Background: an optimization exercise with open tools, aiming at small area and a short achievable clock period. Do not read the settings as production practice. Only simulation tests tie the RTL to the original design; equivalence was not proved. Power is estimated from default activity; no workload was simulated.

==> design.v <==
module alu(
	input	wire		en,
	input	wire[3:0]	op,
	input	wire[15:0]	A,
	input	wire[15:0]	B,
	input	wire[15:0]	p,
	input	wire[15:0]	g,
	output	wire[15:0]	res
	);
	wire	o_and = en & (op == 4'b0011);
	wire	o_or  = en & (op == 4'b0100);
	wire	o_xor = en & (op == 4'b0101);
	wire	o_not = en & (op == 4'b0110);
	wire	o_sll = en & (op == 4'b0111);
	wire	o_srl = en & (op == 4'b1000);
	wire	o_sra = en & (op == 4'b1001);
	wire	o_rol = en & (op == 4'b1010);
	wire	right = (op[3:1] == 3'b100);
	wire	sg = o_and | o_or;
	wire	sp = o_or | o_xor;
	wire[15:0]	lo = ({16{sg}} & g) | ({16{sp}} & p) | ({16{o_not}} & ~A);
	wire[3:0]	b = B[3:0];
	wire[3:0]	amt;
	assign amt[0] = b[0];
	assign amt[1] = b[1] ^ (right & b[0]);
	assign amt[2] = b[2] ^ (right & (b[0] | b[1]));
	assign amt[3] = b[3] ^ (right & (b[0] | b[1] | b[2]));
	wire[15:0]	r0 = amt[0] ? {A[14:0], A[15]} : A;
	wire[15:0]	r1 = amt[1] ? {r0[13:0], r0[15:14]} : r0;
	wire[15:0]	r2 = amt[2] ? {r1[11:0], r1[15:12]} : r1;
	wire[15:0]	r3 = amt[3] ? {r2[7:0], r2[15:8]} : r2;
	wire		big = |B[15:4];
	wire		b16 = (B == 16'd16);
	wire[15:0]	tlv = 16'hffff << b;	 
	wire		rolm = o_rol & (~big | b16);
	wire		sllm = o_sll & ~big;
	wire		srm = (o_srl | o_sra) & ~big;
	genvar k;
	generate
		for (k = 0; k < 16; k = k + 1) begin : shm
			wire tr = tlv[15-k];
			wire m = (sllm & tlv[k]) | (srm & tr) | rolm;
			assign res[k] = (r3[k] & m) | (o_sra & A[15] & ~(tr & ~big)) | lo[k];
		end
	endgenerate
endmodule
module cla16(
	input	wire[15:0]	g,
	input	wire[15:0]	p,
	input	wire		ci,
	output	wire[16:0]	c
	);
	wire[79:0]	gl;
	wire[79:0]	pl;
	assign gl[15:0] = {g[15:1], g[0] | (p[0] & ci)};
	assign pl[15:0] = p;
	genvar k, l;
	generate
		for (l = 0; l < 4; l = l + 1) begin : lvl
			for (k = 0; k < 16; k = k + 1) begin : bt
				if ((k >> l) & 1) begin : op
					localparam integer j = ((k >> l) << l) - 1;
					assign gl[16*l+16+k] = gl[16*l+k] | (pl[16*l+k] & gl[16*l+j]);
					assign pl[16*l+16+k] = pl[16*l+k] & pl[16*l+j];
				end else begin : pass
					assign gl[16*l+16+k] = gl[16*l+k];
					assign pl[16*l+16+k] = pl[16*l+k];
				end
			end
		end
	endgenerate
	assign c = {gl[79:64], ci};
endmodule
module statem(
	input	wire		clk,
	input	wire		rst,
	input	wire[15:0]	sw,
	output	wire[15:0]	Fout
	);
	reg[1:0]	i;
	reg		show;		 
	reg[15:0]	A0;
	reg[15:0]	B0;
	reg[7:0]	cr;		 
	wire	i0 = (i == 2'd0);
	wire	i1 = (i == 2'd1);
	wire	i2 = (i == 2'd2);
	wire	i3 = (i == 2'd3);
	wire	o_add = (sw[3:0] == 4'b0001);
	wire	o_sub = (sw[3:0] == 4'b0010);
	wire[15:0]	bn = ({16{i1}} & sw) | ({16{i2 & o_add}} & B0) | ({16{i2 & o_sub}} & ~B0);
	wire		cn = i2 & o_sub;
	wire[16:0]	cy;
	cla16 nc(.g(A0 & bn), .p(A0 ^ bn), .ci(cn), .c(cy));
	wire[7:0]	crn = {cy[14], cy[12], cy[10], cy[8], cy[6], cy[4], cy[2], cy[0]};
	wire[15:0]	p = A0 ^ B0;
	wire[15:0]	g = A0 & B0;
	wire[16:0]	c;
	genvar k;
	generate
		for (k = 0; k < 8; k = k + 1) begin : fc
			assign c[2*k] = cr[k];
			assign c[2*k+1] = g[2*k] | (p[2*k] & cr[k]);
		end
	endgenerate
	assign c[16] = g[15] | (p[15] & c[15]);
	wire[15:0]	s = p ^ c[15:0];
	assign Fout = {16{show}} & s;
	wire	SF = s[15];
	wire	ZF = ~(|s);
	wire	CF = c[16] ^ cr[0];
	wire	OF = (c[15] ^ c[16]) & ~(cr[0] & ~(|A0));
	wire[15:0]	res;
	alu a(.en(i2), .op(sw[3:0]), .A(A0), .B(B0), .p(p), .g(g), .res(res));
	always @(posedge clk or negedge rst) begin
		if (rst == 0) begin
			i <= 2'd0;
			show <= 1'b0;
		end else begin
			i <= i + 2'd1;
			if (i2)
				show <= 1'b1;
		end
	end
	always @(posedge clk) begin
		B0 <= bn;
		cr <= crn;
		if (i0 | i3 | (i2 & ~o_add & ~o_sub))
			A0 <= ({16{i0}} & sw) | res | {12'b0, {4{i3}} & {SF, OF, ZF, CF}};
	end
endmodule
==> flow/run.sh <==
#!/bin/bash
# Own flow: the standard layout, except that synthesis leaves adders to ABC
# (no full/half-adder cells) and maps with the ABC script in flow/abc.script.
set -euo pipefail
W=$(pwd)
# scripts folder = ORFS's scripts, with abc_area.script replaced by ours
mkdir -p "$W/scripts_own"
for f in "$FLOW_HOME"/scripts/*; do ln -sf "$f" "$W/scripts_own/"; done
rm -f "$W/scripts_own/abc_area.script"
cp "$W/flow/abc.script" "$W/scripts_own/abc_area.script"
make -C "$FLOW_HOME" DESIGN_CONFIG="$W/config.mk" WORK_HOME="$W/orfs" CLKGATE_MAP_FILE= \
	SYNTH_SCRIPT="$W/synth_recipe.tcl" SCRIPTS_DIR="$W/scripts_own" \
	ADDER_MAP_FILE= ABC_AREA=1 synth > "$W/synth.log" 2>&1
# the rest of the standard flow (synthesis is up to date, so make skips it),
# with plain buffers on the ports
export BUFFER_PORTS_ARGS="-buffer_cell sky130_fd_sc_hd__buf_2"
bash "$W/standard.sh" > "$W/layout.log" 2>&1
==> flow/abc.script <==
strash
&get -n
&st
&dch -f
&nf -p -R 10
&put
topo
==> standard.sh <==
#!/bin/bash
# synth_recipe.tcl (not shown) runs the flow's synth.tcl, then flattens the netlist and writes it again
# the make line also repeats each setting of config.mk as NAME=value (left out here)
make -C /OpenROAD-flow-scripts/flow DESIGN_CONFIG=/design/flow/config.mk WORK_HOME=/design/flow/orfs CLKGATE_MAP_FILE= SYNTH_SCRIPT=/design/flow/synth_recipe.tcl "${@:-finish}"
==> config.mk <==
export PLATFORM = sky130hd
export DESIGN_NAME = statem
export DESIGN_NICKNAME = statem
export VERILOG_FILES = /design/flow/design.v
export SDC_FILE = /design/flow/constraint.sdc
export NUM_CORES = 4
export LEC_CHECK = 0
export CAP_MARGIN = 20
export CORE_MARGIN = 2
export CORE_UTILIZATION = 40
export SETUP_SLACK_MARGIN = 2.8
export SLEW_MARGIN = 20
==> constraint.sdc <==
create_clock -name core_clock -period 6.0 [get_ports {clk}]
set_input_delay 1.2000 -clock core_clock [delete_from_list [all_inputs] [get_ports {clk}]]
set_output_delay 1.2000 -clock core_clock [all_outputs]
set_load 0.01 [all_outputs]
==> results of run 1 <==
## synth_stat cells, types with 4 or more instances
cell	instances
a22oi_1	9
nor2b_1	13
clkinv_1	5
or3_1	5
a32o_1	4
and3_1	9
a31oi_1	9
o21ai_0	37
nor4_1	12
and2_0	12
mux2_1	7
dfxtp_1	24
mux2i_1	37
nand3_1	7
maj3_1	12
a21oi_1	22
a221oi_1	6
xor2_1	15
xnor2_1	26
edfxtp_1	16
nand2b_1	7
nor3_1	20
o211ai_1	4
nand2_1	39
a2111oi_0	4
a32oi_1	6
o221ai_1	11
or2_0	5
a211oi_1	5
nor2_1	49
## where the power goes
part	leakage (nW)	total, mW	internal (mW)	switching [mW]
Sequential	0.387	0.326	0.308	0.0180
Clock	0.0618	0.249	0.133	0.116
Combinational	1.34	0.111	0.0502	0.0609
Total	1.79	0.686	0.491	0.195
## sequential cells by signal, summed over array words and instances, names as in the netlist
| signal | cells |
|---|---|
| cr | 8 |
| i | 2 |
| show | 1 |
| A0 | 16 |
| B0 | 16 |
## placed cells by master (no fill, tap or decap), types with 8 or more instances in the layout
cell       n
nor2_1    47
nand2_1   38
mux2i_1   37
o21ai_0   30
buf_2     29
dfxtp_1   24
xnor2_1   22
a21oi_1   21
buf_4     21
nor3_1    17
edfxtp_1  16
xor2_1    15
nor2b_1   13
nor4_1    12
and2_0    12
maj3_1    12
o221ai_1  11
and3_1     9
a22oi_1    9
a31oi_1    8
## stage by stage
stage	setup WS [ns]	util [%]	total power [mW]	hold WS (ns)
5_1_grt	2.76	49.7	0.705	0.591
3_3_place_gp	2.34	45.7	0.425	0.520
4_1_cts	2.75	48.6	0.676	0.574
2_1_floorplan	2.79	-	0.388	0.486
3_5_place_dp	2.28	45.7	0.427	0.556
6_report	2.79	49.7	0.686	0.581
## what timing repair did
| action | in CTS | in global routing |
|---|---|---|
| gates resized for setup | 18 | 18 |
| hold endpoints to repair | 0 | 0 |
| endpoints found under the setup margin | 13 | 17 |
| pin swaps | 6 | 9 |
| gates cloned | 1 | 1 |
| setup buffers | 9 | 2 |
## layer usage
layer / global-route usage [%] / share of wire (%) / up-vias
li1: - / - / 2015
met1: 37.2 / 41 / 2083
met2: 46.9 / 46 / 273
met3: 4.57 / 9.1 / 42
met4: 9.31 / 3.5 / 0
met5: 0 / 0 / -
## final cells by class
type | instances | area share (%)
Clock buffer | 8 | 2.55
Inverter | 5 | 0.416
Multi-Input combinational cell | 436 | 65.1
Sequential cell | 43 | 21.5
Tap cell | 133 | 3.46
Timing Repair Buffer | 53 | 6.99
## worst paths after layout
kind,from,to,cells past startpoint
max in group asynchronous,rst,i[0]$_DFF_PN0_,1
min reg2reg,i[0]$_DFF_PN0_,i[0]$_DFF_PN0_,1
max reg2reg,i[0]$_DFF_PN0_,A0[2]$_DFFE_PP_,6
min in group asynchronous,rst,i[1]$_DFF_PN0_,1
max,sw[3],A0[1]$_DFFE_PP_,8
min,i[0]$_DFF_PN0_,i[0]$_DFF_PN0_,1
## cell families (layout without fill, tap and decap cells)
kind of cell,count (synthesis),in the layout
AND/OR/NAND/NOR,192,193
XOR/XNOR,41,42
adder cells (fa/ha/maj),12,12
multiplexers,44,44
flip-flops,43,43
AO/OA/AOI/OAI,145,145
buffers and inverters,5,66
## worst max-delay path, cell delays in order
cell and delay (ns):
buf_4 0.16, or3b_1 0.48, nor2_1 0.49, nand3_2 0.31, nor2_1 0.31, a31oi_1 0.10
and3_1 0.23, o21ai_0 0.08
==> results_dict.tcl, run 1 <==
set metrics [dict create \
    outcome "complete, no violations" \
    ys_seq_elements 43 \
    crit_type "primary input to register" \
    cts_made_buffers 5 \
    synthMuxAreaShare_pct 11.4 \
    grt_pass1_vias 4090 \
    async_reset_ff_share_pct 6.98 \
    synthCells 482 \
    io_buffers 33 \
    die-height_um 103 \
    rrSetupSlack_ns 3.04 \
    fmax_mhz 312 \
    fin_skew_ns 0.0142 \
    cts_sinks 43 \
    setup_viol 0 \
    synth_xor_area_share_pct 9.09 \
    drv_cap 0 \
    core_um2 9680 \
    yosysTopAreaCellShare_pct 12.2 \
    rsz0062_at_grt "true" \
    drcViolationCount 0 \
    clockBufferDepth 2 \
    synthSimpleGateAreaFrac_pct 24.7 \
    cts_tree "built" \
    cts_htree_levels 2 \
    period_needed_ns 3.21 \
    yosysTopAreaCell "dfxtp_1" \
    clock_latency_ns 0.31 \
    grt_overflow_total 0 \
    ys_seq_area_share_pct 26.2 \
    floorplan.rows 36 \
    multiInputGateArea_um2 3130 \
    holdBufCountCts 0 \
    synth_area_leaders "dfxtp_1 12%, edfxtp_1 12%, mux2i_1 9.4%" \
    cp.required_ns 6.17 \
    routed_wl_mm 14.9 \
    antenna_found_initial 0 \
    gp_congestion 0.901 \
    regArea_um2 1040 \
    avgSynthCellArea_um2 8.20 \
    first_pass_iters 6 \
    synth_cell_types 54 \
    synth-adder-area-share_pct 3.04 \
    cts.clk_slew.worst_paths_ns 0.10 \
    start_util_pct 40.8 \
    relSlewSlack_pct 46.5 \
    postSynthNetCount 500 \
    fin_crit_sh_pct 53.5 \
    synth_top_family_by_area "compound AO/OA/AOI/OAI gates" \
    ir_drop_uv 76.9 \
    layoutNonFillerInstCount 678 \
    cp.arrival_ns 3.38 \
    avgViaCountPerCell 6.51 \
    top_level_ports 34 \
    die_area_um2 10700 \
    via_count 4413 \
    p_per_area_nw_per_um2 142 \
    grt_pass1_wl_mm 22.6 \
    netlist_area_um2 3950 \
    power_leakage_nw 1.79 \
    fillCellCount 964 \
    fin_tns_setup_ns 0 \
    grt_max_degree 31 \
    crit_fanout 10 \
    synthFlopType "dfxtp_1" \
    fin_nets 562 \
    grt_usage_pct 28.1 \
    startpoint_type "primary input" \
    tightest_slew_ns 0.802 \
    area_delta_synth_final_pct 21.9 \
    dp_hpwl_mm 10.8 \
    wl_per_cell_um 21.9 \
    ant_nets 0 \
    postLayoutCellArea_um2 4810 \
    min-delay-path-class "register to register" \
    die_w_um 103 \
    layout-drive-gt1-share_pct 16.5 \
    yosysWarnings 1 \
    root_buffer "clkbuf_8" \
    slew_violations 0 \
    hold_violations 0 \
    placed_area_um2 4430 \
    drt-initial-drc-count 403 \
    end_kind "register" \
    synth_edf_count 16 \
    antennaDiodeCount 0 \
    dpl.cell_count 657 \
    synth_compound_area_share_pct 25.1 \
]
==> inputs of run 2 (changes only) <==
==> flow/abc.script (replaced) <==
strash
&get -n
&st
&dch -f
&nf -R 50
&put
topo
==> results_dict.tcl, run 2 <==
set metrics [dict create \
    outcome "complete, no violations" \
    hold_violations 0 \
    ys_seq_elements 43 \
    root_buffer "clkbuf_8" \
    postSynthNetCount 508 \
    clockBufferDepth 2 \
    yosysMostFrequentCell "nor2_1" \
    top_level_ports 34 \
    drcViolationCount 0 \
    fin_crit_sh_pct 52.7 \
    crit_type "primary input to register" \
    die-height_um 101 \
    grt_usage_pct 27.1 \
    cts_sinks 43 \
    min-delay-path-class "register to register" \
    regArea_um2 1040 \
    fmax_mhz 316 \
    cts_made_buffers 5 \
    ys_seq_area_share_pct 27.4 \
    die_w_um 101 \
    first_pass_iters 6 \
    layout_common_cells "67 x nor2_1, 54 x nand2_1, 42 x o21ai_0" \
    clock_latency_ns 0.31 \
    setup_viol 0 \
    synth_common_cells "71 x nor2_1, 55 x nand2_1, 49 x o21ai_0" \
    avgSynthCellArea_um2 7.72 \
    layout-drive-gt1-share_pct 14.3 \
    gp_congestion 0.918 \
    ir_drop_uv 83.8 \
    area_delta_synth_final_pct 19.2 \
    start_util_pct 41.1 \
    avgViaCountPerCell 6.47 \
    postLayoutCellArea_um2 4510 \
    tightest_slew_ns 0.768 \
    cp.required_ns 6.04 \
    cts.clk_slew.worst_paths_ns 0.10 \
    grt_pass1_vias 3849 \
    yosysTopAreaCellShare_pct 12.7 \
    period_needed_ns 3.16 \
    holdBufCountCts 0 \
    synthFlopType "dfxtp_1" \
    relSlewSlack_pct 48.6 \
    crit_start "sw[1]" \
    wl_per_cell_um 21.2 \
    io_buffers 33 \
    floorplan.rows 35 \
    fin_nets 562 \
    startpoint_type "primary input" \
    routed_wl_mm 13.9 \
    placed_area_um2 4170 \
    drt-initial-drc-count 358 \
    synth_edf_count 16 \
    yosysTopAreaCell "dfxtp_1" \
    crit_fanout 31 \
    ant_nets 0 \
    final_common_cell "nor2_1" \
    netlist_area_um2 3780 \
    via_count 4245 \
    utilization_pct 49.0 \
    fillCellCount 922 \
    async_reset_ff_share_pct 6.98 \
    drv_cap 0 \
    synth_cell_types 46 \
    grt_pass1_wl_mm 21.4 \
    fin_hold_ws_ns 0.556 \
    die_area_um2 10200 \
    cts_tree "built" \
    fin_skew_ns 0.0118 \
    end_kind "register" \
    multiInputGateArea_um2 2900 \
    power_leakage_nw 1.61 \
    rsz0062_at_grt "true" \
    synthCells 490 \
    yosysWarnings 1 \
    antenna_found_initial 0 \
    dp_hpwl_mm 10.1 \
    p_per_area_nw_per_um2 150 \
    antennaDiodeCount 0 \
    cp.arrival_ns 3.20 \
    cts_htree_levels 2 \
    synth_area_leaders "dfxtp_1 13%, edfxtp_1 13%, nor2_1 7.0%" \
    slew_violations 0 \
    grt_overflow_total 0 \
    fin_tns_setup_ns 0 \
    largest_registers "A0: 16 flops, B0: 16 flops, cr: 8 flops" \
    core_um2 9200 \
    r2r_start "i[1]$_DFF_PN0_" \
    min-delay-start "B0[14]$_DFF_P_" \
    grt_max_degree 32 \
]
[run 2: changes by cell type after synthesis, moves of 8 or more]
cell	previous run	this run
a21oi_1	22	31
and2_0	12	23
and3_1	9	1
mux2i_1	37	14
nand2_1	39	55
nor2_1	49	71
nor2b_1	13	3
nor3_1	20	10
o21ai_0	37	49
[run 2: final cells by class]
cell class | count | area share (%)
Timing Repair Buffer | 45 | 6.28
Multi-Input combinational cell | 444 | 64.5
Clock buffer | 8 | 2.72
Tap cell | 111 | 3.08
Inverter | 5 | 0.417
Sequential cell | 43 | 23.0
[run 2: per-layer routing]
metal | part of all wire, % | track usage, % | vias up
met5 | 0 | 0 | -
met4 | 2.8 | 9.04 | 0
met3 | 9.1 | 3.59 | 34
met2 | 45 | 43.0 | 243
met1 | 43 | 38.1 | 1976
li1 | - | - | 1992
[run 2: timing repair]
| item | CTS | global route |
|---|---|---|
| buffers inserted | 1 | 4 |
| gates cloned | 1 | 1 |
| setup endpoints to repair | 7 | 21 |
| gates resized for setup | 13 | 25 |
| pin swaps | 1 | 4 |
[run 2: worst max-delay path: stages]
cell and delay, ns:
buf_4 0.16, nor2_1 0.25, nand2_1 0.21, nor2_1 0.22, xnor2_2 0.13, buf_6 0.24
mux2_1 0.37, mux2i_1 0.27, o21ai_0 0.14
[run 2: worst paths after layout]
| kind | endpoint | slack [ns] | cells past startpoint |
|---|---|---|---|
| worst max-delay path | A0[2]$_DFFE_PP_ | 2.84 | 9 |
| worst min-delay path | B0[14]$_DFF_P_ | 0.56 | 1 |
| worst max register to register | cr[7]$_DFF_P_ | 3.17 | 8 |
| worst min register to register | B0[14]$_DFF_P_ | 0.56 | 1 |
| max in group asynchronous | show$_DFFE_PN0N_ | 5.23 | 1 |
| min in group asynchronous | i[1]$_DFF_PN0_ | 0.67 | 1 |
[run 2: cells by family (layout without fill, tap and decap cells)]
group	count (synthesis)	after routing	share of synthesized area (%)
AO/OA/AOI/OAI	165	165	28.4
XOR/XNOR	42	43	9.73
adder cells (fa/ha/maj)	13	13	3.44
buffers and inverters	5	58	0.496
flip-flops	43	43	27.4
multiplexers	23	23	6.39
AND/OR/NAND/NOR	199	200	24.2
[run 2: power by group]
group	internal (mW)	total, mW	switching [mW]	leakage [nW]
Combinational	0.0427	0.0975	0.0548	1.16
Sequential	0.308	0.326	0.0187	0.388
Clock	0.133	0.251	0.117	0.0618
[run 2: stage by stage]
stage	power (mW)	instances	setup WS [ns]
2_1_floorplan	0.385	490	2.80
3_3_place_gp	0.418	641	2.20
3_5_place_dp	0.421	641	2.02
4_1_cts	0.667	651	2.81
5_1_grt	0.696	656	2.79
6_report	0.675	656	2.84
==> inputs of run 3 (changes only) <==
==> flow/abc.script (replaced) <==
strash
&get -n
&st
&dch -f
&nf -a
&put
topo
--- a/config.mk
+++ b/config.mk
@@ -10,3 +10,3 @@
 export CORE_UTILIZATION = 40
-export SETUP_SLACK_MARGIN = 2.8
+export SETUP_SLACK_MARGIN = 3.0
 export SLEW_MARGIN = 20
==> results_dict.tcl, run 3 <==
set metrics [dict create \
    outcome "complete, no violations" \
    cp.arrival_ns 3.28 \
    grt_usage_pct 28.4 \
    crit_fanout 6 \
    utilization_pct 53.8 \
    die-height_um 103 \
    postLayoutCellArea_um2 5210 \
    hold_violations 0 \
    layout_common_cells "54 x nor2_1, 42 x buf_4, 39 x nand2_1" \
    min-delay-path-class "register to register" \
    wl_met2_mm 6.90 \
    yosysMostFrequentCell "nor2_1" \
    grt_max_degree 30 \
    synth_edf_count 16 \
    setup_viol 0 \
    fin_crit_sh_pct 50.7 \
    holdBufCountCts 0 \
    dp_slack_ns 2.21 \
    cts_tree "built" \
    avgSynthCellArea_um2 8.20 \
    synth_area_leaders "dfxtp_1 12%, edfxtp_1 12%, mux2i_1 9.4%" \
    netlist_area_um2 3950 \
    finalPower_mw 0.690 \
    cts.clk_slew.worst_paths_ns 0.09 \
    cts_made_buffers 5 \
    cts_sinks 43 \
    largest_registers "A0: 16 flops, B0: 16 flops, cr: 8 flops" \
    end_kind "register" \
    layoutNonFillerInstCount 707 \
    relSlewSlack_pct 52.7 \
    power_leakage_nw 1.97 \
    root_buffer "clkbuf_8" \
    gp_congestion 0.962 \
    synthCells 482 \
    dp_hpwl_mm 10.4 \
    crit_slowest_cell "or4b_4" \
    slew_violations 0 \
    crit_type "primary input to register" \
    async_reset_ff_share_pct 6.98 \
    fmax_mhz 329 \
    core_um2 9680 \
    area_delta_synth_final_pct 31.8 \
    yosysWarnings 1 \
    yosysTopAreaCell "dfxtp_1" \
    top_level_ports 34 \
    path_cells "buf_12, or4b_4, or3_4, and3b_1, nor4_2, nand3_1, o21a_2, o31ai_1" \
    clockBufferDepth 2 \
    via_count 4605 \
    timing.final.ws_setup_ns 2.96 \
    drv_cap 0 \
    fin_skew_ns 0.00583 \
    grt_overflow_total 0 \
    ys_seq_area_share_pct 26.2 \
    fillCellCount 910 \
    wl_per_cell_um 22.0 \
    grt_pass1_wl_mm 22.7 \
    drt-initial-drc-count 537 \
    synthFlopType "dfxtp_1" \
    placed_area_um2 4470 \
    ir_drop_uv 78.7 \
    cts_htree_levels 2 \
    path_delay_family "simple AND/OR/NAND/NOR gates" \
    p_per_area_nw_per_um2 132 \
    period_needed_ns 3.04 \
    ys_seq_elements 43 \
    die_w_um 103 \
    wl_met3_mm 1.54 \
    fin_tns_setup_ns 0 \
    grt_pass1_vias 4069 \
    multiInputGateArea_um2 3210 \
    drcViolationCount 0 \
    yosysTopAreaCellShare_pct 12.2 \
    floorplan.rows 36 \
    dpl.cell_count 655 \
    postSynthNetCount 500 \
    antenna_found_initial 0 \
    ant_nets 0 \
    antennaDiodeCount 0 \
    fin_hold_ws_ns 0.527 \
    max_stage_delay_ns 0.59 \
    final_common_cell "nor2_1" \
    top_layer "met4" \
    synth_cell_types 54 \
    start_util_pct 40.8 \
    die_area_um2 10700 \
    rsz0062_at_grt "true" \
    regArea_um2 1040 \
    startpoint_type "primary input" \
    cp.required_ns 6.23 \
    met1_length_mm 6.27 \
    synth_common_cells "58 x nor2_1, 41 x nand2_1, 37 x mux2i_1" \
    crit_buf_inv 1 \
    avgViaCountPerCell 6.51 \
    first_pass_iters 5 \
    layout-drive-gt1-share_pct 24.2 \
    clock_latency_ns 0.31 \
    routed_wl_mm 15.6 \
    io_buffers 33 \
    fin_nets 591 \
    tightest_slew_ns 0.703 \
]
run 3: cell types whose count changed after synthesis, moves of 11 or more:
cell | before | now
mux2i_1 | 14 | 37
a21oi_1 | 31 | 18
nand2_1 | 55 | 41
a22oi_1 | 15 | 4
o21ai_0 | 49 | 32
nor2_1 | 71 | 58
run 3: worst paths after layout:
path / startpoint / end / slack [ns] / cells past startpoint
setup / recovery: sw[3] / cr[6]$_DFF_P_ / 2.96 / 8
hold / removal: i[0]$_DFF_PN0_ / i[0]$_DFF_PN0_ / 0.53 / 1
setup reg to reg: B0[8]$_DFF_P_ / A0[13]$_DFFE_PP_ / 3.29 / 7
hold reg to reg: i[0]$_DFF_PN0_ / i[0]$_DFF_PN0_ / 0.53 / 1
max in group asynchronous: rst / i[1]$_DFF_PN0_ / 5.23 / 1
min in group asynchronous: rst / show$_DFFE_PN0N_ / 0.66 / 1
run 3: timing repair:
item | CTS | global route
resized for setup | 23 | 33
cloned | 0 | 3
setup endpoints to repair | 24 | 23
setup buffers | 21 | 20
pin swaps | 9 | 15
run 3: metal layers:
metal / GRT usage, % / up-vias
li1: - / 2062
met1: 38.7 / 2195
met2: 44.2 / 283
met3: 4.23 / 65
met4: 13.1 / 0
met5: 0 / -
run 3: layout make-up:
cell class	count	share of cell area (%)
clock buffer	7	2.06
timing repair buffer	82	12.6
multi-input combinational	435	61.7
inverter	6	0.456
tap	133	3.19
sequential	43	20.0
clock inverter	1	0.0960
run 3: power breakdown:
group	switching (mW)	total [mW]	internal, mW
sequential	0.0140	0.322	0.308
clock	0.119	0.237	0.118
combinational	0.0687	0.131	0.0626
total	0.202	0.690	0.489
run 3: cell families after synthesis:
| family | synth area share (%) |
|---|---|
| and+or+nand+nor | 24.8 |
| muxes | 11.4 |
| xor gates and xnor gates | 9.53 |
| adders and majority gates | 3.80 |
| AOI/OAI and AO/OA | 23.7 |
| DFF | 26.2 |
| buffers and inverters | 0.570 |
==> inputs of run 4 (changes only) <==
==> flow/abc.script (replaced) <==
strash
&get -n
&st
&dch -f
&nf -R 50
&put
topo
==> results_dict.tcl, run 4 <==
set metrics [dict create \
    synthSimpleGateAreaFrac_pct 24.2 \
    tightest_slew_ns 0.903 \
    gp_congestion 0.935 \
    die_area_um2 10200 \
    crit_top_cell "a31o_1" \
    dp_hpwl_mm 9.94 \
    die_w_um 101 \
    grt_pass1_vias 3848 \
    period_needed_ns 3.08 \
    synthMuxAreaShare_pct 6.39 \
    root_buffer "clkbuf_8" \
    cp.required_ns 6.20 \
    avgViaCountPerCell 6.44 \
    clock_latency_ns 0.31 \
    wl_per_cell_um 21.4 \
    crit_type "primary input to register" \
    via_count 4434 \
    min-delay-path-class "register to register" \
    hold_violations 0 \
    p_per_area_nw_per_um2 135 \
    outcome "complete, no violations" \
    synth-adder-area-share_pct 3.44 \
    yosysWarnings 1 \
    drv_cap 0 \
    cts.clk_slew.worst_paths_ns 0.09 \
    power_leakage_nw 1.82 \
    max_stage_delay_ns 0.32 \
    die-height_um 101 \
    rsz0062_at_grt "true" \
    floorplan.rows 35 \
    start_util_pct 41.1 \
    synthCells 490 \
    slew_violations 0 \
    grt_pass1_wl_mm 21.8 \
    dpl.cell_count 638 \
    grt_usage_pct 27.5 \
    drcViolationCount 0 \
    end_kind "register" \
    path_cells "buf_12, nor4b_4, buf_4, and2_4, a221o_1, o22ai_2, o21ai_2, a31o_1, a31o_1, a31o_1, a211o_1" \
    min_path_cells 1 \
    fin_crit_sh_pct 51.3 \
    synth_cell_types 46 \
    worst-path-stages 11 \
    grt_overflow_total 0 \
    timing.final.ws_setup_ns 2.92 \
    first_pass_iters 5 \
    yosysMostFrequentCell "nor2_1" \
    fmax_mhz 325 \
    grt_max_degree 32 \
    ir_drop_uv 74.1 \
    ys_seq_elements 43 \
    crit_fanout 5 \
    netlist_area_um2 3780 \
    ys_seq_area_share_pct 27.4 \
    synth_common_cells "71 x nor2_1, 55 x nand2_1, 49 x o21ai_0" \
    yosysTopAreaCellShare_pct 12.7 \
    largest_registers "A0: 16 flops, B0: 16 flops, cr: 8 flops" \
    relSlewSlack_pct 39.7 \
    synth_xor_area_share_pct 9.73 \
    dp_slack_ns 2.45 \
    final_common_cell "nor2_1" \
    layoutNonFillerInstCount 688 \
    cp.arrival_ns 3.28 \
    cts_made_buffers 5 \
    path_delay_family "compound AO/OA/AOI/OAI gates" \
    regArea_um2 1040 \
    top_level_ports 34 \
    multiInputGateArea_um2 3060 \
    synthFlopType "dfxtp_1" \
    ff2ff_path_depth 8 \
    crit_slowest_cell "a221o_1" \
    yosysTopAreaCell "dfxtp_1" \
    layout-drive-gt1-share_pct 22.7 \
    cts_sinks 43 \
    antenna_found_initial 0 \
    fin_tns_setup_ns 0 \
    synth_edf_count 16 \
    synth_compound_area_share_pct 28.4 \
    startpoint_type "primary input" \
    clockBufferDepth 2 \
    synth_top_family_by_area "compound AO/OA/AOI/OAI gates" \
    crit_buf_inv 2 \
    cts_tree "built" \
    fillCellCount 833 \
    avgSynthCellArea_um2 7.72 \
    area_delta_synth_final_pct 31.0 \
    io_buffers 33 \
    drt-initial-drc-count 508 \
    postSynthNetCount 508 \
    cts_htree_levels 2 \
    core_um2 9200 \
    synth_area_leaders "dfxtp_1 13%, edfxtp_1 13%, nor2_1 7.0%" \
    fin_nets 594 \
    layout_common_cells "64 x nor2_1, 54 x nand2_1, 36 x buf_4" \
    antennaDiodeCount 0 \
    routed_wl_mm 14.7 \
    ant_nets 0 \
    setup_viol 0 \
    fin_skew_ns 0.0113 \
    async_reset_ff_share_pct 6.98 \
]
run 4: cell count changes after synthesis, moves of 7 or more:
cell,change
a211oi_1,+7
a21oi_1,+13
a22oi_1,+11
a32oi_1,-8
mux2i_1,-23
nand2_1,+14
nor2_1,+13
o21ai_0,+17
run 4: path summary, 6_finish.rpt:
path                                 from                to  slack, ns
setup / recovery                    sw[0]     cr[7]$_DFF_P_       2.92
hold / removal             B0[14]$_DFF_P_    B0[14]$_DFF_P_       0.58
setup reg to reg           i[1]$_DFF_PN0_     cr[7]$_DFF_P_       2.99
hold reg to reg            B0[14]$_DFF_P_    B0[14]$_DFF_P_       0.58
max in group asynchronous             rst  show$_DFFE_PN0N_       5.23
min in group asynchronous             rst    i[1]$_DFF_PN0_       0.67
run 4: where the power goes:
group	switching (mW)	leakage (nW)	internal, mW	total (mW)
combinational	0.0632	1.38	0.0604	0.124
sequential	0.0156	0.388	0.308	0.323
clock	0.113	0.0506	0.108	0.221
total	0.192	1.82	0.476	0.668
run 4: kinds of logic (layout without fill, tap and decap cells):
family	count (synthesis)	after routing
AOI/OAI and AO/OA	165	165
xor gates and xnor gates	42	44
DFF	43	43
muxes	23	23
and+or+nand+nor	199	201
adders and majority gates	13	13
buffers and inverters	5	88
run 4: final cells by class:
cell class / instances / share of cell area, %
multi-input cells: 446 / 61.8
flip-flops and latches: 43 / 21.0
repair buffers: 75 / 12.0
well taps: 111 / 2.80
clock buffers: 8 / 2.05
inverters: 5 / 0.379
run 4: per-layer routing:
layer / vias up / part of all wire (%) / track usage [%]
li1: 2050 / - / -
met1: 2082 / 43 / 39.3
met2: 255 / 46 / 44.1
met3: 47 / 8.7 / 3.17
met4: 0 / 3.2 / 7.28
met5: - / 0 / 0
run 4: stage by stage:
step / total power [mW] / utilization [%] / hold slack (ns) / area [um^2]
floorplan: 0.386 / - / 0.498 / 3880
global placement: 0.421 / 45.8 / 0.529 / 4210
detailed placement: 0.422 / 45.9 / 0.540 / 4220
CTS: 0.642 / 49.6 / 0.560 / 4560
global route: 0.684 / 53.9 / 0.625 / 4950
finish: 0.668 / 53.9 / 0.581 / 4950
run 4: worst reg2reg max path: cells and delay by family (launching register included):
kind	cells	cell delay (ns)
and+or+nand+nor	2	1.05
AOI/OAI and AO/OA	5	1.32
xor gates and xnor gates	1	0.09
DFF	1	0.45
run 4: repair_timing:
action	in CTS	in global routing
gates resized for setup	26	41
gates cloned	2	3
hold buffers	0	0
buffers inserted	16	21
endpoints found under the setup margin	24	26
pin swaps	9	17
==> inputs of run 5 (changes only) <==
==> flow/abc.script (replaced) <==
strash
&get -n
&st
&dch -f
&nf -R 35
&put
topo
--- a/config.mk
+++ b/config.mk
@@ -10,3 +10,3 @@
 export CORE_UTILIZATION = 40
-export SETUP_SLACK_MARGIN = 3.0
+export SETUP_SLACK_MARGIN = 2.8
 export SLEW_MARGIN = 20
==> results_dict.tcl, run 5 <==
set metrics [dict create \
    regArea_um2 1040 \
    cts_made_buffers 5 \
    rrSetupSlack_ns 2.78 \
    avgViaCountPerCell 6.24 \
    fin_skew_ns 0.0146 \
    synth_common_cells "61 x nor2_1, 50 x nand2_1, 49 x o21ai_0" \
    power_leakage_nw 1.67 \
    avgSynthCellArea_um2 7.87 \
    fin_nets 562 \
    layout_common_cells "59 x nor2_1, 50 x nand2_1, 40 x o21ai_0" \
    antenna_found_initial 0 \
    yosysMostFrequentCell "nor2_1" \
    wl_per_cell_um 20.3 \
    layout-drive-gt1-share_pct 16.0 \
    path_cells "buf_6, or4b_4, nor2_4, a221o_1, and2_4, nor2_1, a31o_1, a31o_1, a21oi_2, clkinv_2, a211o_1" \
    cts_tree "built" \
    ys_seq_elements 43 \
    clockBufferDepth 2 \
    grt_pass1_vias 3711 \
    largest_registers "A0: 16 flops, B0: 16 flops, cr: 8 flops" \
    fin_tns_setup_ns 0 \
    die-height_um 102 \
    cp.required_ns 6.21 \
    synth_cell_types 50 \
    grt_overflow_total 0 \
    cp.arrival_ns 3.57 \
    crit_type "primary input to register" \
    root_buffer "clkbuf_8" \
    multiInputGateArea_um2 2900 \
    slew_violations 0 \
    cts_sinks 43 \
    crit_top_cell "a31o_1" \
    combPwrFrac_pct 16.4 \
    core_um2 9240 \
    die_area_um2 10300 \
    dp_hpwl_mm 9.91 \
    ir_drop_uv 75.3 \
    gp_congestion 0.935 \
    yosysWarnings 1 \
    synth_area_leaders "dfxtp_1 13%, edfxtp_1 13%, xnor2_1 7.1%" \
    crit_slowest_cell "or4b_4" \
    via_count 4209 \
    outcome "complete, no violations" \
    routed_wl_mm 13.7 \
    seqPwrFrac_pct 52.7 \
    fin_crit_sh_pct 56.1 \
    drv_cap 0 \
    setup_viol 0 \
    ant_nets 0 \
    crit_fanout 12 \
    layoutNonFillerInstCount 674 \
    io_buffers 33 \
    grt_max_degree 32 \
    die_w_um 102 \
    end_kind "register" \
    start_util_pct 41.2 \
    tightest_slew_ns 1.22 \
    yosysTopAreaCellShare_pct 12.6 \
    cts.clk_slew.worst_paths_ns 0.10 \
    area_delta_synth_final_pct 19.6 \
    cts_htree_levels 2 \
    synthCells 484 \
    hold_violations 0 \
    first_pass_iters 6 \
    grt_usage_pct 26.1 \
    synthFlopType "dfxtp_1" \
    fillCellCount 897 \
    period_needed_ns 3.36 \
    relSlewSlack_pct 18.1 \
    grt_pass1_wl_mm 20.5 \
    yosysTopAreaCell "dfxtp_1" \
    switching_share_pct 29.0 \
    p_sw_mw 0.179 \
    top_level_ports 34 \
    max_stage_delay_ns 0.55 \
    rsz0062_at_grt "true" \
    min-delay-path-class "register to register" \
    netlist_area_um2 3810 \
    async_reset_ff_share_pct 6.98 \
    finalPower_mw 0.618 \
    startpoint_type "primary input" \
    final_common_cell "nor2_1" \
    drcViolationCount 0 \
    antennaDiodeCount 0 \
    floorplan.rows 35 \
    drt-initial-drc-count 425 \
    synth_edf_count 16 \
    intPower_mw 0.439 \
    postSynthNetCount 502 \
    fmax_mhz 297 \
    ys_seq_area_share_pct 27.2 \
    clock_latency_ns 0.31 \
    p_per_area_nw_per_um2 136 \
    dpl.cell_count 653 \
    power_frac_clock_pct 30.9 \
    utilization_pct 49.3 \
]
==> run 5: cells by family (layout without fill, tap and decap cells) <==
| kind of cell | Yosys count | count (layout) | synth area share [%] |
|---|---|---|---|
| XOR/XNOR | 42 | 42 | 9.66 |
| multiplexers | 27 | 27 | 7.29 |
| buffers and inverters | 4 | 64 | 0.394 |
| AO/OA/AOI/OAI | 158 | 158 | 27.0 |
| flip-flops | 43 | 43 | 27.2 |
| AND/OR/NAND/NOR | 195 | 196 | 24.6 |
| adder cells (fa/ha/maj) | 15 | 15 | 3.94 |
==> run 5: worst max-delay path, delay by kind of cell <==
kind	cells	cell delay, ns
AOI/OAI and AO/OA	5	1.19
buffers and inverters	2	0.20
and+or+nand+nor	4	0.97
==> run 5: power by group through the flow <==
stage	clock [mW]	sequential, mW	combinational [mW]
2_1_floorplan	0	0.324	0.0613
3_3_place_gp	0	0.332	0.0877
3_5_place_dp	0	0.332	0.0894
4_1_cts	0.188	0.325	0.0976
5_1_grt	0.199	0.327	0.111
6_report	0.191	0.326	0.102
==> run 5: routing by layer <==
metal | GRT usage (%) | routed length [um] | vias to the layer above
met3 | 4.55 | 1270 | 38
met1 | 36.3 | 5700 | 1960
met5 | 0 | 0 | -
met2 | 40.2 | 6210 | 226
li1 | - | - | 1985
met4 | 9.98 | 478 | 0
==> run 5: final timing paths <==
check	end	from	cells past startpoint
max in group asynchronous	show$_DFFE_PN0N_	rst	1
setup / recovery	cr[7]$_DFF_P_	sw[1]	11
hold reg to reg	i[0]$_DFF_PN0_	i[0]$_DFF_PN0_	1
hold / removal	i[0]$_DFF_PN0_	i[0]$_DFF_PN0_	1
min in group asynchronous	i[0]$_DFF_PN0_	rst	1
setup reg to reg	cr[7]$_DFF_P_	i[0]$_DFF_PN0_	10
==> run 5: final cells by class <==
class / instances / share of cell area [%]
multi-input combinational: 438 / 63.7
sequential: 43 / 22.8
timing repair buffer: 52 / 7.80
tap: 129 / 3.54
clock buffer: 6 / 1.59
inverter: 4 / 0.357
clock inverter: 2 / 0.247
==> run 5: per-stage QoR <==
| step | instance area, um^2 | hold slack [ns] | setup WS, ns |
|---|---|---|---|
| after global routing | 4560 | 0.582 | 2.57 |
| after detailed placement | 4230 | 0.524 | 1.99 |
| final | 4560 | 0.550 | 2.64 |
| after floorplan | 3840 | 0.492 | 2.57 |
| after global placement | 4230 | 0.518 | 2.07 |
| after CTS | 4460 | 0.543 | 2.70 |
==> run 5: repair_timing <==
item,CTS,global route
gates resized for setup,22,18
setup endpoints to repair,12,24
pin swaps,11,6
hold buffers,0,0
gates cloned,1,0
setup buffers,10,2
endpoints found under the hold margin,0,0
==> inputs of run 6 (changes only) <==
==> flow/abc.script (replaced) <==
strash
&get -n
&st
&dch -f
&nf -R 75
&put
topo
==> results_dict.tcl, run 6 <==
set metrics [dict create \
    synthCells 490 \
    dpl.cell_count 640 \
    power_leakage_nw 1.63 \
    layout-drive-gt1-share_pct 13.9 \
    dp_hpwl_mm 10.2 \
    top_level_ports 34 \
    postSynthNetCount 508 \
    wl_per_cell_um 21.2 \
    die_w_um 101 \
    yosysWarnings 1 \
    start_util_pct 41.1 \
    p_per_area_nw_per_um2 148 \
    layoutNonFillerInstCount 663 \
    clock_latency_ns 0.32 \
    grt_max_degree 30 \
    grt_pass1_wl_mm 21.4 \
    setup_viol 0 \
    worst-path-stages 7 \
    fin_skew_ns 0.0125 \
    ff2ff_path_depth 8 \
    crit_type "register to output port" \
    max_stage_delay_ns 0.35 \
    gp_congestion 0.999 \
    grt_pass1_vias 3726 \
    cts_sinks 43 \
    ir_drop_uv 93.9 \
    drt-initial-drc-count 549 \
    crit_buf_inv 2 \
    first_pass_iters 5 \
    synth_edf_count 16 \
    min-delay-path-class "register to register" \
    yosysTopAreaCell "dfxtp_1" \
    async_reset_ff_share_pct 6.98 \
    routed_wl_mm 14.1 \
    startpoint_type "register" \
    synth_cell_types 45 \
    grt_usage_pct 27.5 \
    path_cells "buf_4, xor2_1, nand2_1, nand2_1, xnor2_1, and2_0, buf_2" \
    netlist_area_um2 3780 \
    crit_top_cell "nand2_1" \
    largest_registers "A0: 16 flops, B0: 16 flops, cr: 8 flops" \
    drv_cap 0 \
    hold_violations 0 \
    avgSynthCellArea_um2 7.71 \
    cts_made_buffers 5 \
    slew_violations 0 \
    holdBufCountCts 0 \
    antenna_found_initial 0 \
    end_kind "output port" \
    ys_seq_area_share_pct 27.4 \
    floorplan.rows 35 \
    cts_htree_levels 2 \
    final_common_cell "nor2_1" \
    cp.arrival_ns 1.92 \
    die_area_um2 10200 \
    avgViaCountPerCell 6.43 \
    crit_fanout 27 \
    relSlewSlack_pct 42.0 \
    clockBufferDepth 2 \
    min_path_cells 1 \
    yosysTopAreaCellShare_pct 12.7 \
    grt_overflow_total 0 \
    outcome "complete, no violations" \
    synthFlopType "dfxtp_1" \
    die-height_um 101 \
    ant_nets 0 \
    fmax_mhz 320 \
    cp.required_ns 4.80 \
    fillCellCount 910 \
    via_count 4265 \
    drcViolationCount 0 \
    cts.clk_slew.worst_paths_ns 0.09 \
    synth_common_cells "68 x nor2_1, 55 x o21ai_0, 52 x nand2_1" \
    utilization_pct 49.3 \
    antennaDiodeCount 0 \
    fin_crit_sh_pct 52.0 \
    io_buffers 33 \
    fin_tns_setup_ns 0 \
    rsz0062_at_grt "true" \
    yosysMostFrequentCell "nor2_1" \
    cts_tree "built" \
    period_needed_ns 3.12 \
    core_um2 9200 \
    layout_common_cells "64 x nor2_1, 51 x nand2_1, 49 x o21ai_0" \
    ys_seq_elements 43 \
    synth_area_leaders "dfxtp_1 13%, edfxtp_1 13%, o21ai_0 7.3%" \
    area_delta_synth_final_pct 20.0 \
    root_buffer "clkbuf_8" \
    tightest_slew_ns 0.868 \
    crit_slowest_cell "buf_4" \
    path_delay_family "buffers and inverters" \
    fin_nets 569 \
]
-- run 6: cell count changes after synthesis, moves of 3 or more --
| cell | delta |
|---|---|
| mux2i_1 | -3 |
| nand3_1 | +4 |
| a21o_1 | -3 |
| nor2_1 | +7 |
| o21ai_0 | +6 |
| o32ai_1 | -3 |
| a21oi_1 | +4 |
-- run 6: path summary, 6_finish.rpt --
| kind | from | endpoint | slack, ns |
|---|---|---|---|
| worst max-delay path | B0[0]$_DFF_P_ | Fout[1] | 2.88 |
| worst min-delay path | i[0]$_DFF_PN0_ | i[0]$_DFF_PN0_ | 0.56 |
| worst max register to register | B0[1]$_DFF_P_ | A0[1]$_DFFE_PP_ | 3.17 |
| worst min register to register | i[0]$_DFF_PN0_ | i[0]$_DFF_PN0_ | 0.56 |
| max in group asynchronous | rst | i[1]$_DFF_PN0_ | 5.23 |
| min in group asynchronous | rst | i[0]$_DFF_PN0_ | 0.67 |
-- run 6: cell type report --
class | instances | area, um^2 | area share (%)
multi-input cells | 445 | 2850 | 62.8
flip-flops and latches | 43 | 1040 | 22.9
repair buffers | 52 | 372 | 8.20
well taps | 111 | 139 | 3.06
clock buffers | 8 | 123 | 2.70
inverters | 4 | 15.0 | 0.331
-- run 6: per-layer routing --
layer,vias up,share of wire [%],track usage (%),routed length (um)
met5,-,0,0,0
met4,0,2.4,7.17,343
met3,28,8.8,4.42,1230
met2,241,45,42.4,6280
met1,1999,44,40.1,6210
li1,1997,-,-,-
-- run 6: where the power goes --
| group | total [mW] | leakage (nW) | switching [mW] | internal [mW] |
|---|---|---|---|---|
| registers | 0.325 | 0.388 | 0.0175 | 0.308 |
| logic | 0.0974 | 1.18 | 0.0517 | 0.0456 |
| clock network | 0.249 | 0.0618 | 0.115 | 0.133 |
-- run 6: logic make-up after synthesis --
logic type,after synthesis,synth area share (%)
AO/OA/AOI/OAI,163,27.4
XOR/XNOR,41,9.50
adder cells (fa/ha/maj),14,3.71
buffers and inverters,4,0.397
flip-flops,43,27.4
multiplexers,26,7.15
AND/OR/NAND/NOR,199,24.5
-- run 6: worst register-to-register path, stage by stage, from the launching register on --
cell and delay, ns:
dfxtp_1 0.67, nand2_1 0.34, a22oi_2 0.44, nor2_1 0.09, a21oi_1 0.17, a21oi_1 0.12, a21oi_1 0.20, o21ai_1 0.08
or4b_1 0.47
-- run 6: stage by stage --
step / total power, mW / hold WS, ns / instance area, um^2 / setup WS, ns
global route: 0.695 / 0.578 / 4530 / 2.77
finish: 0.671 / 0.559 / 4530 / 2.88
CTS: 0.664 / 0.557 / 4420 / 2.77
detailed placement: 0.420 / 0.537 / 4180 / 2.05
global placement: 0.419 / 0.526 / 4180 / 2.10
floorplan: 0.385 / 0.498 / 3830 / 2.57
-- run 6: repair_timing --
| item | in CTS | in global routing |
|---|---|---|
| gates resized for setup | 11 | 17 |
| setup endpoints to repair | 21 | 10 |
| buffers inserted | 7 | 6 |
| pin swaps | 5 | 13 |
| cloned | 1 | 1 |
==> inputs of run 7 (changes only) <==
--- a/config.mk
+++ b/config.mk
@@ -9,3 +9,4 @@
 export CORE_MARGIN = 2
-export CORE_UTILIZATION = 40
+export CORE_UTILIZATION = 60
+export PLACE_DENSITY = 0.75
 export SETUP_SLACK_MARGIN = 2.8
==> results_dict.tcl, run 7 <==
set metrics [dict create \
    die_area_um2 6950 \
    synth_cell_types 45 \
    startpoint_type "primary input" \
    avgSynthCellArea_um2 7.71 \
    grt_pass1_wl_mm 20.9 \
    cts_htree_levels 2 \
    fin_tns_setup_ns 0 \
    met3_usage_pct 8.15 \
    fin_nets 572 \
    synth_common_cells "68 x nor2_1, 55 x o21ai_0, 52 x nand2_1" \
    synthCells 490 \
    cp.required_ns 6.06 \
    cp.arrival_ns 3.25 \
    synth_top_family_by_area "compound AO/OA/AOI/OAI gates" \
    grt_usage_pct 37.8 \
    synth_edf_count 16 \
    antennaDiodeCount 0 \
    power_leakage_nw 1.61 \
    gp_congestion 1.06 \
    grt_overflow_total 0 \
    floorplan.rows 28 \
    slew_violations 0 \
    crit_type "primary input to register" \
    ir_drop_uv 112 \
    layout_common_cells "64 x nor2_1, 51 x nand2_1, 47 x o21ai_0" \
    min-delay-start "i[0]$_DFF_PN0_" \
    tightest_slew_ns 0.836 \
    yosysTopAreaCell "dfxtp_1" \
    multiInputGateArea_um2 2870 \
    synth-adder-area-share_pct 3.71 \
    r2r-end "A0[10]$_DFFE_PP_" \
    dp_hpwl_mm 9.38 \
    ff2ff_path_depth 5 \
    final_common_cell "nor2_1" \
    ys_seq_area_share_pct 27.4 \
    period_needed_ns 3.20 \
    grt_pass1_vias 3938 \
    cts_sinks 43 \
    antenna_found_initial 0 \
    whs_endpoint "i[0]$_DFF_PN0_" \
    area_delta_synth_final_pct 17.5 \
    cts_tree "built" \
    core_um2 5990 \
    synth_compound_area_share_pct 27.4 \
    layout-drive-gt1-share_pct 14.8 \
    fin_skew_ns 0.00431 \
    netlist_area_um2 3780 \
    avgViaCountPerCell 7.10 \
    fillCellCount 513 \
    min_path_cells 1 \
    grt-busiest-layer "met2" \
    ys_seq_elements 43 \
    hold_violations 0 \
    min-delay-path-class "register to register" \
    yosysTopAreaCellShare_pct 12.7 \
    regArea_um2 1040 \
    root_buffer "clkbuf_8" \
    wl_per_cell_um 21.2 \
    start_util_pct 63.1 \
    rrSetupSlack_ns 3.16 \
    fmax_mhz 313 \
    finalPower_mw 0.616 \
    routed_wl_mm 13.4 \
    async_reset_ff_share_pct 6.98 \
    grt.met1_usage_pct 52.2 \
    drv_cap 0 \
    r2r_start "B0[4]$_DFF_P_" \
    cts_made_buffers 5 \
    yosysWarnings 1 \
    fin_crit_sh_pct 53.3 \
    synthFlopType "dfxtp_1" \
    synth_xor_area_share_pct 9.50 \
    crit_fanout 11 \
    synth_area_leaders "dfxtp_1 13%, edfxtp_1 13%, o21ai_0 7.3%" \
    die-height_um 83.4 \
    clock_latency_ns 0.32 \
    end_kind "register" \
    drcViolationCount 0 \
    holdBufCountCts 0 \
    outcome "complete, no violations" \
    top_level_ports 34 \
    synthMuxAreaShare_pct 7.15 \
    drt-initial-drc-count 804 \
    ant_nets 0 \
    postSynthNetCount 508 \
    setup_viol 0 \
    die_w_um 83.4 \
    yosysMostFrequentCell "nor2_1" \
    cts.clk_slew.worst_paths_ns 0.09 \
    first_pass_iters 6 \
    rsz0062_at_grt "true" \
    grt_max_degree 28 \
    via_count 4471 \
    io_buffers 33 \
    synthSimpleGateAreaFrac_pct 24.5 \
    relSlewSlack_pct 44.2 \
    p_per_area_nw_per_um2 139 \
    gr-usage-met2_pct 56.1 \
    clockBufferDepth 2 \
    largest_registers "A0: 16 flops, B0: 16 flops, cr: 8 flops" \
]
-- run 7: worst max-delay path by stage --
stage                from         endpoint  slack [ns]  depth (start not counted)
floorplan           sw[1]  A0[1]$_DFFE_PP_        2.57                          9
global placement    sw[1]  A0[1]$_DFFE_PP_        2.13                         11
detailed placement  sw[1]  A0[1]$_DFFE_PP_        1.96                         11
CTS                 sw[1]  A0[1]$_DFFE_PP_        2.79                         12
global route        sw[1]  A0[1]$_DFFE_PP_        2.78                         11
finish              sw[1]  A0[1]$_DFFE_PP_        2.80                         11
-- run 7: cells by family after synthesis --
kind of cell             after synthesis
AND/OR/NAND/NOR                      199
AO/OA/AOI/OAI                        163
flip-flops                            43
XOR/XNOR                              41
multiplexers                          26
adder cells (fa/ha/maj)               14
buffers and inverters                  4
-- run 7: final cells by class --
class,count,area share (%)
inverters,4,0.338
multi-input cells,445,64.5
clock buffers,5,1.55
repair buffers,55,7.77
flip-flops and latches,43,23.4
well taps,75,2.11
clock inverters,3,0.338
-- run 7: power breakdown --
group / switching [mW] / internal (mW)
clock: 0.116 / 0.0801
sequential: 0.0170 / 0.308
combinational: 0.0526 / 0.0433
-- run 7: timing repair --
action                                 CTS  global route
setup endpoints to repair               20            13
resized for setup                        9            12
endpoints found under the hold margin    0             0
cloned                                   2             0
buffers inserted                         6            10
pin swaps                                7             5
-- run 7: critical path: stages --
cell and delay, ns:
buf_4 0.16, nor2_4 0.11, nand2_2 0.14, nor2_4 0.22, buf_4 0.17, xnor2_4 0.15, mux2i_1 0.29, nor2_1 0.10
a21oi_1 0.16, o21ai_1 0.07, or4b_1 0.48
-- run 7: layer usage --
metal  part of all wire, %  wire (um)
met1                    40       5300
met3                    11       1530
met2                    44       5870
met5                     0          0
met4                   5.0        672
-- run 7: per-stage QoR --
| step | util (%) | hold slack (ns) | area [um^2] | instances | setup slack (ns) |
|---|---|---|---|---|---|
| global route | 74.1 | 0.593 | 4440 | 630 | 2.78 |
| CTS | 72.1 | 0.548 | 4320 | 620 | 2.79 |
| floorplan | - | 0.498 | 3830 | 490 | 2.57 |
| finish | 74.1 | 0.552 | 4440 | 630 | 2.80 |
| detailed placement | 69.0 | 0.529 | 4130 | 604 | 1.96 |
| global placement | 69.0 | 0.521 | 4130 | 604 | 2.13 |
==> inputs of run 8 (changes only) <==
--- a/config.mk
+++ b/config.mk
@@ -9,4 +9,4 @@
 export CORE_MARGIN = 2
-export CORE_UTILIZATION = 60
-export PLACE_DENSITY = 0.75
+export CORE_UTILIZATION = 40
+export CTS_BUF_LIST = sky130_fd_sc_hd__clkbuf_4 sky130_fd_sc_hd__clkbuf_8
 export SETUP_SLACK_MARGIN = 2.8
==> results_dict.tcl, run 8 <==
set metrics [dict create \
    crit_fanout 27 \
    netlist_area_um2 3780 \
    ys_seq_elements 43 \
    antenna_found_initial 0 \
    p_per_area_nw_per_um2 155 \
    postSynthNetCount 508 \
    end_kind "output port" \
    slew_violations 0 \
    ant_nets 0 \
    grt_pass1_wl_mm 21.4 \
    final_common_cell "nor2_1" \
    fin_skew_ns 0.0128 \
    layout_common_cells "64 x nor2_1, 51 x nand2_1, 49 x o21ai_0" \
    grt_usage_pct 27.5 \
    setup_viol 0 \
    fin_nets 569 \
    yosysWarnings 1 \
    rsz0062_at_grt "true" \
    die-height_um 101 \
    period_needed_ns 3.14 \
    crit_slowest_cell "buf_4" \
    relSlewSlack_pct 40.3 \
    fin_crit_sh_pct 52.3 \
    synth_area_leaders "dfxtp_1 13%, edfxtp_1 13%, o21ai_0 7.3%" \
    synth_cell_types 45 \
    crit_top_cell "nand2_1" \
    cts_tree "built" \
    core_um2 9200 \
    die_w_um 101 \
    drt-initial-drc-count 571 \
    synth_common_cells "68 x nor2_1, 55 x o21ai_0, 52 x nand2_1" \
    drcViolationCount 0 \
    dp_slack_ns 2.05 \
    routed_wl_mm 14.2 \
    outcome "complete, no violations" \
    yosysTopAreaCell "dfxtp_1" \
    gp_congestion 0.999 \
    die_area_um2 10200 \
    async_reset_ff_share_pct 6.98 \
    antennaDiodeCount 0 \
    wl_per_cell_um 21.3 \
    dp_hpwl_mm 10.2 \
    ys_seq_area_share_pct 27.4 \
    cts_made_buffers 5 \
    synthFlopType "dfxtp_1" \
    holdBufCountCts 0 \
    avgViaCountPerCell 6.46 \
    min-delay-path-class "register to register" \
    drv_cap 0 \
    layout-drive-gt1-share_pct 14.1 \
    synthCells 490 \
    start_util_pct 41.1 \
    root_buffer "clkbuf_8" \
    largest_registers "A0: 16 flops, B0: 16 flops, cr: 8 flops" \
    hold_violations 0 \
    area_delta_synth_final_pct 20.3 \
    synth_edf_count 16 \
    grt_pass1_vias 3729 \
    yosysMostFrequentCell "nor2_1" \
    max_stage_delay_ns 0.35 \
    path_cells "buf_4, xor2_1, nand2_1, nand2_1, xnor2_1, and2_0, buf_2" \
    grt_max_degree 30 \
    tightest_slew_ns 0.889 \
    grt_overflow_total 0 \
    clockBufferDepth 2 \
    crit_type "register to output port" \
    io_buffers 33 \
    cp.arrival_ns 1.94 \
    fin_tns_setup_ns 0 \
    cts_htree_levels 2 \
    ir_drop_uv 122 \
    yosysTopAreaCellShare_pct 12.7 \
    floorplan.rows 35 \
    cts.clk_slew.worst_paths_ns 0.09 \
    cp.required_ns 4.80 \
    timing.final.ws_setup_ns 2.86 \
    startpoint_type "register" \
    top_level_ports 34 \
    avgSynthCellArea_um2 7.71 \
    first_pass_iters 5 \
    power_leakage_nw 1.64 \
    clock_latency_ns 0.31 \
    via_count 4282 \
    cts_sinks 43 \
    fmax_mhz 319 \
    fillCellCount 909 \
]
==> run 8: final timing paths <==
| path | from | to | slack, ns | depth (start not counted) |
|---|---|---|---|---|
| setup / recovery | B0[0]$_DFF_P_ | Fout[1] | 2.86 | 7 |
| max in group asynchronous | rst | i[1]$_DFF_PN0_ | 5.23 | 1 |
| hold reg to reg | i[0]$_DFF_PN0_ | i[0]$_DFF_PN0_ | 0.56 | 1 |
| hold / removal | i[0]$_DFF_PN0_ | i[0]$_DFF_PN0_ | 0.56 | 1 |
| setup reg to reg | B0[4]$_DFF_P_ | A0[7]$_DFFE_PP_ | 3.13 | 7 |
| min in group asynchronous | rst | i[0]$_DFF_PN0_ | 0.67 | 1 |
==> run 8: area by class of cell <==
cell class	instances	area (um^2)	share of cell area [%]
well taps	111	139	3.05
clock buffers	6	76.3	1.68
repair buffers	52	372	8.17
clock inverters	2	60.1	1.32
multi-input cells	445	2850	62.6
flip-flops and latches	43	1040	22.8
inverters	4	15.0	0.330
==> run 8: repair_timing <==
action | in CTS | in global routing
buffers inserted | 7 | 6
cloned | 1 | 1
gates resized for setup | 11 | 17
setup endpoints to repair | 21 | 10
pin swaps | 5 | 13
==> run 8: worst max-delay path: cells and delay by family, from the launching register on <==
family / cells / cell delay (ns)
flip-flops: 1 / 0.32
AND/OR/NAND/NOR: 3 / 0.36
buffers and inverters: 2 / 0.47
XOR/XNOR: 2 / 0.47
==> run 8: power breakdown <==
group / internal [mW] / total [mW] / switching (mW) / leakage, nW
Combinational: 0.0456 / 0.0977 / 0.0520 / 1.18
Clock: 0.171 / 0.284 / 0.113 / 0.0688
Sequential: 0.308 / 0.325 / 0.0176 / 0.388
Total: 0.524 / 0.707 / 0.183 / 1.64
==> run 8: kinds of logic after synthesis <==
group	count (synthesis)	share of synthesized area, %
AND/OR/NAND/NOR	199	24.5
XOR/XNOR	41	9.50
adder cells (fa/ha/maj)	14	3.71
AO/OA/AOI/OAI	163	27.4
flip-flops	43	27.4
buffers and inverters	4	0.397
multiplexers	26	7.15
==> run 8: metal layers <==
metal / track usage (%) / vias up / wire length, um
met1: 40.1 / 1998 / 6170
met2: 42.4 / 256 / 6270
met3: 4.42 / 27 / 1360
met5: 0 / - / 0
li1: - / 2001 / -
met4: 7.17 / 0 / 354
==> run 8: per-stage QoR <==
stage	hold slack [ns]	cell area [um^2]	instances	util, %	total power, mW
5_1_grt	0.579	4550	663	49.5	0.732
4_1_cts	0.557	4430	656	48.2	0.701
6_report	0.559	4550	663	49.5	0.707
3_5_place_dp	0.537	4180	640	45.4	0.420
2_1_floorplan	0.498	3830	490	-	0.385
3_3_place_gp	0.526	4180	640	45.4	0.419
==> inputs of run 9 (changes only) <==
==> flow/abc.script (replaced) <==
strash
&get -n
&st
&dch -f
&nf -R 100
&put
topo
--- a/config.mk
+++ b/config.mk
@@ -10,4 +10,3 @@
 export CORE_UTILIZATION = 40
-export CTS_BUF_LIST = sky130_fd_sc_hd__clkbuf_4 sky130_fd_sc_hd__clkbuf_8
-export SETUP_SLACK_MARGIN = 2.8
+export SETUP_SLACK_MARGIN = 2.9
 export SLEW_MARGIN = 20
==> results_dict.tcl, run 9 <==
set metrics [dict create \
    outcome "complete, no violations" \
    fin_skew_ns 0.0129 \
    yosysTopAreaCell "dfxtp_1" \
    p_per_area_nw_per_um2 147 \
    crit_fanout 6 \
    grt_max_degree 28 \
    core_um2 9150 \
    slew_violations 0 \
    crit_start "sw[2]" \
    grt_pass1_wl_mm 21.7 \
    dpl.cell_count 635 \
    tightest_slew_ns 0.853 \
    clock_latency_ns 0.31 \
    cts.clk_slew.worst_paths_ns 0.09 \
    drv_cap 0 \
    cts_sinks 43 \
    relSlewSlack_pct 42.7 \
    routed_wl_mm 14.2 \
    power_leakage_nw 1.69 \
    fillCellCount 890 \
    synth_edf_count 16 \
    grt_usage_pct 27.8 \
    layoutNonFillerInstCount 667 \
    ir_drop_uv 85.1 \
    ys_seq_elements 43 \
    fin_nets 573 \
    cts_htree_levels 2 \
    utilization_pct 49.9 \
    fmax_mhz 326 \
    yosysTopAreaCellShare_pct 12.8 \
    floorplan.rows 35 \
    grt_pass1_vias 3817 \
    setup_viol 0 \
    min-delay-path-class "register to register" \
    drcViolationCount 0 \
    wl_per_cell_um 21.3 \
    io_buffers 33 \
    netlist_area_um2 3750 \
    rsz0062_at_grt "true" \
    final_common_cell "nor2_1" \
    holdBufCountCts 0 \
    ys_seq_area_share_pct 27.6 \
    r2r_start "B0[4]$_DFF_P_" \
    regArea_um2 1040 \
    crit_type "primary input to register" \
    avgViaCountPerCell 6.48 \
    die-height_um 101 \
    clockBufferDepth 2 \
    synth_area_leaders "dfxtp_1 13%, edfxtp_1 13%, o21ai_0 7.3%" \
    gp_congestion 0.942 \
    yosysMostFrequentCell "nor2_1" \
    first_pass_iters 5 \
    synthCells 486 \
    period_needed_ns 3.07 \
    dp_hpwl_mm 10.2 \
    multiInputGateArea_um2 2850 \
    layout-drive-gt1-share_pct 16.2 \
    yosysWarnings 1 \
    antennaDiodeCount 0 \
    via_count 4319 \
    top_level_ports 34 \
    cts_tree "built" \
    largest_registers "A0: 16 flops, B0: 16 flops, cr: 8 flops" \
    area_delta_synth_final_pct 21.7 \
    synth_common_cells "61 x nor2_1, 56 x nand2_1, 55 x o21ai_0" \
    ant_nets 0 \
    hold_violations 0 \
    async_reset_ff_share_pct 6.98 \
    fin_crit_sh_pct 51.1 \
    start_util_pct 41.0 \
    startpoint_type "primary input" \
    postSynthNetCount 504 \
    synthFlopType "dfxtp_1" \
    avgSynthCellArea_um2 7.73 \
    drt-initial-drc-count 483 \
    grt_overflow_total 0 \
    cp.required_ns 6.21 \
    root_buffer "clkbuf_8" \
    cp.arrival_ns 3.28 \
    end_kind "register" \
    cts_made_buffers 5 \
    die_area_um2 10200 \
    fin_tns_setup_ns 0 \
    antenna_found_initial 0 \
    synth_cell_types 46 \
    min-delay-start "i[0]$_DFF_PN0_" \
    layout_common_cells "56 x nor2_1, 55 x nand2_1, 47 x o21ai_0" \
    die_w_um 101 \
]
## run 9: final cells by class
type,count,area share [%]
tap,111,3.04
clock buffer,8,2.68
timing repair buffer,60,8.85
multi-input combinational,441,62.4
inverter,4,0.329
sequential,43,22.7
## run 9: critical path, cell delays in order
cell and delay, ns:
buf_8 0.10, nor2_4 0.05, nand3b_1 0.16, nor2_4 0.06
a22oi_1 0.16, o21ai_1 0.11, maj3_2 0.32, maj3_2 0.32
a31o_1 0.21, nand3_1 0.07, nand3_1 0.08, nand3_1 0.10
nand3_2 0.13, a21o_1 0.20
## run 9: power by group
| group | switching (mW) | leakage [nW] | internal [mW] | total (mW) |
|---|---|---|---|---|
| combinational | 0.0571 | 1.24 | 0.0481 | 0.105 |
| clock | 0.109 | 0.0618 | 0.133 | 0.242 |
| sequential | 0.0159 | 0.388 | 0.308 | 0.324 |
| total | 0.182 | 1.69 | 0.489 | 0.671 |
## run 9: logic make-up (layout without fill, tap and decap cells)
group / Yosys count / in the layout / share of synthesized area (%)
multiplexers: 28 / 28 / 7.70
XOR/XNOR: 43 / 43 / 10.0
AND/OR/NAND/NOR: 198 / 199 / 24.3
flip-flops: 43 / 43 / 27.6
adder cells (fa/ha/maj): 12 / 12 / 3.20
buffers and inverters: 4 / 72 / 0.400
AO/OA/AOI/OAI: 158 / 159 / 26.8
## run 9: path summary, 6_finish.rpt
path                              endpoint  slack, ns  cells after the start
max                          cr[5]$_DFF_P_       2.93                     14
min                         i[0]$_DFF_PN0_       0.55                      1
max reg2reg                A0[7]$_DFFE_PP_       3.03                      7
min reg2reg                 i[0]$_DFF_PN0_       0.55                      1
max in group asynchronous   i[1]$_DFF_PN0_       5.22                      1
min in group asynchronous   i[0]$_DFF_PN0_       0.67                      1
## run 9: stage by stage
stage | power [mW] | cell area (um^2) | hold slack, ns | worst slack, ns
finish | 0.671 | 4570 | 0.546 | 2.93
global route | 0.696 | 4570 | 0.559 | 2.86
CTS | 0.659 | 4380 | 0.545 | 2.90
detailed placement | 0.421 | 4160 | 0.527 | 2.21
global placement | 0.420 | 4160 | 0.528 | 2.24
floorplan | 0.385 | 3820 | 0.498 | 2.88
## run 9: routing by layer
| layer | track usage [%] | routed length (um) |
|---|---|---|
| met4 | 10.3 | 482 |
| met2 | 42.9 | 6380 |
| met1 | 38.5 | 6230 |
| met3 | 5.34 | 1110 |
| met5 | 0 | 0 |
## run 9: what timing repair did
item	in CTS	in global routing
setup buffers	7	15
gates cloned	1	1
pin swaps	2	6
endpoints found under the setup margin	21	26
resized for setup	9	22

re-timing with driven ports:
How much do the figures lean on ideal ports? The routed layouts below were timed once more, with nothing changed but the port constraints. Step 1 assumes that a clkbuf_16 drives the clock port and a buf_2 every other input. Step 2 moves the port delays by t, midway between the first and last clock arrival at a register: inputs arrive t later, outputs are due t later. That takes back most of the time a late clock gives input paths. Three values: no drivers, after step 1, after step 2; two values: the first two.
run | shift t [ns] | slack for setup (ns) | hold WS [ns] | latest minus earliest clock arrival (ns) | pins driven straight from the clock port
run 1 | 0.342 | 2.790 / 2.803 / 2.462 | 0.581 / 0.581 / 0.581 | 0.014 / 0.015 | 1
run 2 | 0.336 | 2.837 / 2.846 / 2.510 | 0.556 / 0.556 / 0.556 | 0.012 / 0.012 | 1
run 3 | 0.346 | 2.959 / 2.920 / 2.573 | 0.527 / 0.527 / 0.527 | 0.006 / 0.005 | 1
run 4 | 0.338 | 2.921 / 2.909 / 2.572 | 0.581 / 0.581 / 0.581 | 0.011 / 0.011 | 1
run 5 | 0.334 | 2.636 / 2.624 / 2.290 | 0.550 / 0.550 / 0.550 | 0.015 / 0.015 | 1
run 6 | 0.342 | 2.879 / 2.847 / 2.515 | 0.559 / 0.559 / 0.559 | 0.013 / 0.012 | 1
run 7 | 0.346 | 2.805 / 2.813 / 2.467 | 0.552 / 0.552 / 0.552 | 0.004 / 0.005 | 1
run 8 | 0.337 | 2.864 / 2.832 / 2.511 | 0.559 / 0.559 / 0.559 | 0.013 / 0.012 | 1
run 9 | 0.330 | 2.933 / 2.913 / 2.584 | 0.546 / 0.546 / 0.546 | 0.013 / 0.013 | 1
After both steps every run listed still meets setup and hold. For run 3, which loses most, drivers alone change the setup slack by -0.039 ns; drivers and shift together by -0.386 ns.
